Context: an optimization exercise on an open-source flow, tuned for small area, a short achievable clock period and few clock cycles per item. The choices shown serve that exercise and are no tape-out recipe.
Function was checked by simulation only, so behaviour that the tests miss may differ from the original.
Power and IR drop assume default switching activity.

// multdiv
module multdiv(data_operandA, data_operandB, ctrl_MULT, ctrl_DIV, clock, reset,
               data_result, data_exception, data_resultRDY);
    input [31:0] data_operandA, data_operandB;
    input ctrl_MULT, ctrl_DIV, clock, reset;
    output [31:0] data_result;
    output data_exception, data_resultRDY;
    reg st_first, st_mul, st_div, st_inc, done;
    reg mult, neg, prev, bzero, zres, big;
    reg [4:0] cnt, lB;
    reg [5:0] lA;
    reg [33:0] x, y;
    reg [31:0] z;
    reg s_y, s_2y, sub, cin, azero;
    wire start = ctrl_MULT | ctrl_DIV;
    function [5:0] slen;
        input [31:0] v;
        reg [31:0] hi;
        integer i;
        begin
            hi[31] = 1'b0;
            for (i = 30; i >= 0; i = i - 1)
                hi[i] = hi[i+1] | v[i+1];
            slen = 6'd0;
            for (i = 0; i < 32; i = i + 1)
                slen = slen | ((v[i] & ~hi[i]) ? i + 1 : 0);
        end
    endfunction
    wire sa = data_operandA[31], sb = data_operandB[31];
    wire [30:0] nA = data_operandA[30:0] ^ {31{sa}};
    wire [30:0] nB = data_operandB[30:0] ^ {31{sb}};
  ...
For scale: roughly 100 I/O pins, about 12000 µm² of cells after synthesis.
Settings: LEC_CHECK=0, CAP_MARGIN=20, CORE_MARGIN=2, CORE_UTILIZATION=40, CTS_BUF_LIST=sky130_fd_sc_hd__clkbuf_4 sky130_fd_sc_hd__clkbuf_8, CTS_CLUSTER_SIZE=24, SETUP_SLACK_MARGIN=2.9, SLEW_MARGIN=20; clock period 6.0 ns.
standard.sh (not shown) runs the stock make flow with config.mk's settings and CLKGATE_MAP_FILE= SYNTH_SCRIPT=/design/flow/synth_recipe.tcl, a recipe that flattens the netlist after the stock synthesis.
==> flow/flow/run.sh <==
#!/bin/bash
# Standard layout, with the ports buffered by a small plain buffer instead
# of the delay cell buffer_ports picks by default.
set -euo pipefail
bash standard.sh "BUFFER_PORTS_ARGS=-buffer_cell sky130_fd_sc_hd__buf_2" finish > standard.log 2>&1
The baseline completed without violations.
Testbench counts at the start, summed over its fixed seeds: cycles 28,877, ops 3,200.
Then changed:
CTS_BUF_LIST = not set   (was sky130_fd_sc_hd__clkbuf_4 sky130_fd_sc_hd__clkbuf_8)
CTS_CLUSTER_SIZE = not set   (was 24)
SETUP_SLACK_MARGIN = 2.6   (was 2.9)
What happened: Final area shrinks by 6.7%. Routed wire length came out lower by 3.6%. Maximum frequency fell by 3.8%. Die area is unchanged. Utilization shrinks by 3.4 points. Sequential power hardly moves.

== run 1 ==
The RTL this note starts from:
==> flow/design.v <==
module multdiv(data_operandA, data_operandB, ctrl_MULT, ctrl_DIV, clock, reset,
               data_result, data_exception, data_resultRDY);
    input [31:0] data_operandA, data_operandB;
    input ctrl_MULT, ctrl_DIV, clock, reset;
    output [31:0] data_result;
    output data_exception, data_resultRDY;
    reg st_first, st_mul, st_div, st_inc, done;
    reg mult, neg, prev, bzero, zres, big;
    reg [4:0] cnt, lB;
    reg [5:0] lA;
    reg [33:0] x, y;
    reg [31:0] z;
    reg s_y, s_2y, sub, cin, azero;
    wire start = ctrl_MULT | ctrl_DIV;
    function [5:0] slen;
        input [31:0] v;
        reg [31:0] hi;
        integer i;
        begin
            hi[31] = 1'b0;
            for (i = 30; i >= 0; i = i - 1)
                hi[i] = hi[i+1] | v[i+1];
            slen = 6'd0;
            for (i = 0; i < 32; i = i + 1)
                slen = slen | ((v[i] & ~hi[i]) ? i + 1 : 0);
        end
    endfunction
    wire sa = data_operandA[31], sb = data_operandB[31];
    wire [30:0] nA = data_operandA[30:0] ^ {31{sa}};
    wire [30:0] nB = data_operandB[30:0] ^ {31{sb}};
    wire [5:0] lA_in = slen((ctrl_DIV & sa) ? {nA, 1'b1} : {1'b0, nA});
    wire [5:0] lB_in = slen({1'b0, nB[30:1], nB[0] | ctrl_DIV});
    wire ys = y[33], zs = z[31];
    wire zlong = mult & ({1'b0, lB} > lA);
    wire bz = ~|z;
    wire [5:0] sdiff = lA - {1'b0, lB};
    wire dzero = bz | sdiff[5];
    wire [4:0] shamt = mult ? 5'd0 : sdiff[4:0];
    wire [33:0] opb = ({34{s_y}} & y) | ({34{s_2y}} & {y[32:0], 1'b0});
    wire [33:0] ax = azero ? 34'd0 : x;
    wire [33:0] sum = ax + (opb ^ {34{sub}}) + {33'd0, cin};
    wire qbit = ~sum[33];
    wire mswap = st_first & zlong;          
    wire dfirst = st_first & ~mult;
    wire mlast = (&z[31:1]) | ~|z[31:1];
    wire dlast = cnt == 5'd0;
    wire [31:0] qf = {z[30:0] ^ {31{neg}}, qbit | neg};
    wire [33:0] zal = {{2{zs}}, z} << shamt;
    wire [33:0] x_nx = (st_div & dlast)    ? {2'b00, qf} : sum;
    wire [33:0] y_nx = start               ? {{2{sa}}, data_operandA} :
                       st_div              ? {ys, y[33:1]} :
                       (dfirst | mswap)    ? zal : {y[31:0], 2'b00};
    wire [31:0] z_nx = (st_div & ~start)   ? {z[30:0], qbit} :
                       start               ? data_operandB :
                       dfirst              ? 32'd0 :
                       mswap               ? y[31:0] : {{2{zs}}, z[31:2]};
    wire prev_nx = ~start & ~mswap & z[1];
    wire z1n = start ? data_operandB[1] : mswap ? y[1] : z[3];
    wire z0n = start ? data_operandB[0] : mswap ? y[0] : z[2];
    wire pn  = ~start & ~mswap & z[1];
    wire d_one = z0n ^ pn;
    wire d_two = (z1n & ~z0n & ~pn) | (~z1n & z0n & pn);
    wire d_neg = z1n & ~(z0n & pn);
    wire dsub = ~(sum[33] ^ ys);            
    wire dmid = st_div & ~dlast & ~start;
    reg s_y_nx, s_2y_nx, sub_nx, cin_nx;
    always @* begin
        if (start & ctrl_DIV) begin          
            s_y_nx = 1'b1; s_2y_nx = 1'b0; sub_nx = sa; cin_nx = sa;
        end else if (dfirst) begin           
            s_y_nx = 1'b1; s_2y_nx = 1'b0; sub_nx = ~zs; cin_nx = ~zs;
        end else if (st_div & dlast) begin   
            s_y_nx = 1'b0; s_2y_nx = 1'b0; sub_nx = 1'b0; cin_nx = 1'b1;
        end else if (st_div) begin
            s_y_nx = 1'b1; s_2y_nx = 1'b0; sub_nx = 1'b0; cin_nx = 1'b0;
        end else begin
            s_y_nx = d_one; s_2y_nx = d_two; sub_nx = d_neg; cin_nx = d_neg;
        end
    end
    always @(posedge clock) begin
        x <= x_nx;
        y <= y_nx;
        z <= z_nx;
        prev <= prev_nx;
        azero <= start | mswap;
        s_y  <= s_y_nx;
        s_2y <= s_2y_nx;
        sub  <= dmid ? dsub : sub_nx;
        cin  <= dmid ? dsub : cin_nx;
        if (start) begin
            mult <= ctrl_MULT;
            neg  <= sa ^ sb;
            lA   <= lA_in;
            lB   <= lB_in[4:0];
        end
        if (st_first) begin
            big   <= (lA + {1'b0, lB}) > 6'd33;
            zres  <= dfirst & dzero;
            bzero <= bz;
            cnt   <= sdiff[4:0];
        end else if (st_div)
            cnt <= cnt - 5'd1;
    end
    always @(posedge clock) begin
        if (reset) begin
            st_first <= 1'b0;
            st_mul   <= 1'b0;
            st_div   <= 1'b0;
            st_inc   <= 1'b0;
            done     <= 1'b0;
        end else begin
            st_first <= start;
            st_mul   <= ~start & ((st_first & mult & (zlong | ~mlast)) | (st_mul & ~mlast));
            st_div   <= ~start & ((dfirst & ~dzero) | (st_div & ~dlast));
            st_inc   <= ~start & st_div & dlast & neg & ~qbit;
            done     <= ~start & ((st_first & mult & ~zlong & mlast) | (st_mul & mlast) |
                                  (dfirst & dzero) | (st_div & dlast & (~neg | qbit)) | st_inc);
        end
    end
    assign data_resultRDY = done;
    assign data_result    = x[31:0] & {32{~zres}};
    assign data_exception = mult ? (big | ~((&x[33:31]) | ~|x[33:31])) : bzero;
endmodule
clock: 6.0 ns
lec_check: 0
cap_margin: 20
core_margin: 2
core_utilization: 40
cts_buf_list: sky130_fd_sc_hd__clkbuf_4 sky130_fd_sc_hd__clkbuf_8
cts_cluster_size: 24
gpl_routability_driven: 0
setup_slack_margin: 2.5
slew_margin: 20
Scripts as last shown in full above: flow/flow/run.sh
Testbench counts of run 1, summed over its fixed seeds: cycles 28,660, ops 3,200.
Input-level comparison between run 2 and run 1:
Settings: swapping 40 for 55 in CORE_UTILIZATION; swapping 2.5 for 2.3 in SETUP_SLACK_MARGIN.
Results
Global-route usage up 8.6 points in run 2 wrt run 1. Sort run 1 and run 2 by quantity of gates resized following cts desc -> top: run 1. Run 2 has maximum vdd drop below what run 1 had. Run 2 ended up with a lower maximum operating frequency than run 1 did. Comparing run 1 and run 2, total power is lower on run 2. Run 2 against run 1: total net switching power went down by 2.1%, count of boundary I/O pins roughly the same, setup slack after layout has decreased. NOTE: worst slack at placement in run 2 falls short of that of run 1. For inserted tap cell count, dividing the value from run 2 by the value from run 1 gives 0.72. Going from run 1 to run 2, the power dissipated in combinational cells was found to have gone down by about 5%.
[inputs] run 3 vs run 2
Settings: swapping 55 for 40 in CORE_UTILIZATION; swapping 2.3 for 2.0 in SETUP_SLACK_MARGIN; clearing GPL_ROUTABILITY_DRIVEN, which used to be 0.
## What came out
Compared with run 2, run 3 has less setup slack. As far as count of antenna diodes in the layout goes, run 2 and run 3 are indistinguishable; the numbers are identical. Higher starting utilization of the core area among run 3 and run 2: run 2. Looking at portion of the clock cycle consumed by the worst path in the final layout, run 3 sits 5.1 points higher than run 2 does. Summary — routed wire length on met2, run 3 relative to run 2: higher, by 210 µm. ~same sequential share of layout area in run 3 and run 2. Run 3 vs run 2: core footprint up in run 3. The flow did not stop early for run 3: all stages ran, and the layout cleared the timing, DRC and antenna checks. Design area across run 3 and run 2: no real change.
> inputs changed (run 3 -> run 4)
Settings: SETUP_SLACK_MARGIN: 2.0 -> 2.3.
==> flow/flow/run.sh <==
#!/bin/bash
# Standard layout, with the ports buffered by a small plain buffer instead
# of the delay cell buffer_ports picks by default, and gates off the critical
# paths downsized after global routing.
set -euo pipefail
bash standard.sh "BUFFER_PORTS_ARGS=-buffer_cell sky130_fd_sc_hd__buf_2" \
    "POST_GLOBAL_ROUTE_TCL=$(pwd)/flow/recover.tcl" finish > standard.log 2>&1
==> flow/flow/recover.tcl (new file) <==
# After global routing's timing repair: downsize gates off the critical paths
# while keeping the setup margin the repair aimed for.
global_route -start_incremental
repair_timing -recover_power 100 -setup_margin $::env(SETUP_SLACK_MARGIN) -verbose
detailed_placement
global_route -end_incremental
[summary]
The final report for run 4 shows a completed flow and a layout that fails verification, specifically max-capacitance violations, max-slew violations. [compare] base=run 3 new=run 4: final clock period utilization by the worst path now sits higher, number of buffers inserted to repair setup after CTS now sits higher, routed wire length now sits higher.
--- input diff run 4..run 5 ---
==> flow/flow/run.sh <==
#!/bin/bash
# Standard layout, with the ports buffered by a small plain buffer instead
# of the delay cell buffer_ports picks by default.
set -euo pipefail
bash standard.sh "BUFFER_PORTS_ARGS=-buffer_cell sky130_fd_sc_hd__buf_2" finish > standard.log 2>&1
removed: flow/flow/recover.tcl
Results
- Run 5 closes out successfully: all stages finished, all timing, DRC and antenna checks passed.
- Complete run, failing final checks: run 4, reason max-capacitance violations, max-slew violations.
- Sequential cell area share sits lower in run 5 than in run 4.
- Re time the final worst path needs with I/O delays and setup: run 4 and run 5 aren't equal, and the lower value belongs to run 5.
- Run 5: number of stages on the worst setup path lower than run 4
- Compared run 4 against run 5; sequential logic power within noise.
- From run 4 to run 5 the numbers moved as follows: final critical-path setup slack now larger, fmax went up by about 25%, transition time at the pin with the least slew margin saw a decrease, fraction of area in multi-input gates held steady.
- On net switching power, run 5 does worse than run 4.
For run 6, these inputs were changed with respect to run 5:
Settings: setting GPL_ROUTABILITY_DRIVEN to 0 for the first time; changing CTS_CLUSTER_SIZE from 24 to 32; setting CTS_CLUSTER_DIAMETER to 60 for the first time.
==> run notes <==
- Post-synthesis to final-layout area growth on run 6 is down relative to run 5.
- Taking run 5 as the reference, in run 6 relative area of non-clock buffer cells in the final design fell by 0.54 points, routed wirelength normalized by instance count stayed essentially flat.
- Compared to run 5, run 6 shows a wider setup margin.

[static timing again, ports no longer ideal]
The flow's constraints put no driver on any port. The routed layouts listed below were extracted and timed again, unchanged, in two steps.
Step 1 (the two cells are an assumption about what drives the block):
set clk [get_ports {clock}]
set_driving_cell -lib_cell sky130_fd_sc_hd__clkbuf_16 $clk
set_driving_cell -lib_cell sky130_fd_sc_hd__buf_2 [delete_from_list [all_inputs] $clk]
Step 2, shift: input delay + t, output delay - t, t = (earliest + latest rising clock arrival at the registers) / 2. This alone moves slack from input paths to output paths.
Slacks: ideal ports / drivers / drivers and shift; pairs: ideal ports / drivers.
run | t (ns) | setup WS [ns] | worst hold slack (ns) | slew at the worst register clock pin (ns)
the first run of note 1 | 0.518 | 2.687 / 2.687 / 2.438 | 0.559 / 0.559 / 0.559 | 0.10 / 0.10
the second run of note 1 | 0.481 | 2.557 / 2.557 / 2.328 | 0.550 / 0.550 / 0.550 | 0.07 / 0.07
run 1 | 0.508 | 2.585 / 2.585 / 2.162 | 0.536 / 0.536 / 0.536 | 0.09 / 0.09
run 2 | 0.514 | 2.450 / 2.450 / 2.131 | 0.570 / 0.570 / 0.570 | 0.09 / 0.09
run 3 | 0.505 | 2.145 / 2.145 / 1.817 | 0.547 / 0.547 / 0.547 | 0.09 / 0.09
run 4 | 0.506 | 1.510 / 1.510 / 1.071 | 0.546 / 0.546 / 0.546 | 0.09 / 0.09
run 5 | 0.512 | 2.411 / 2.411 / 2.100 | 0.543 / 0.543 / 0.543 | 0.09 / 0.09
run 6 | 0.513 | 2.453 / 2.453 / 2.111 | 0.552 / 0.552 / 0.552 | 0.10 / 0.10
For run 4, which loses most, drivers alone change the setup slack by 0.000 ns; drivers and shift together by -0.439 ns.
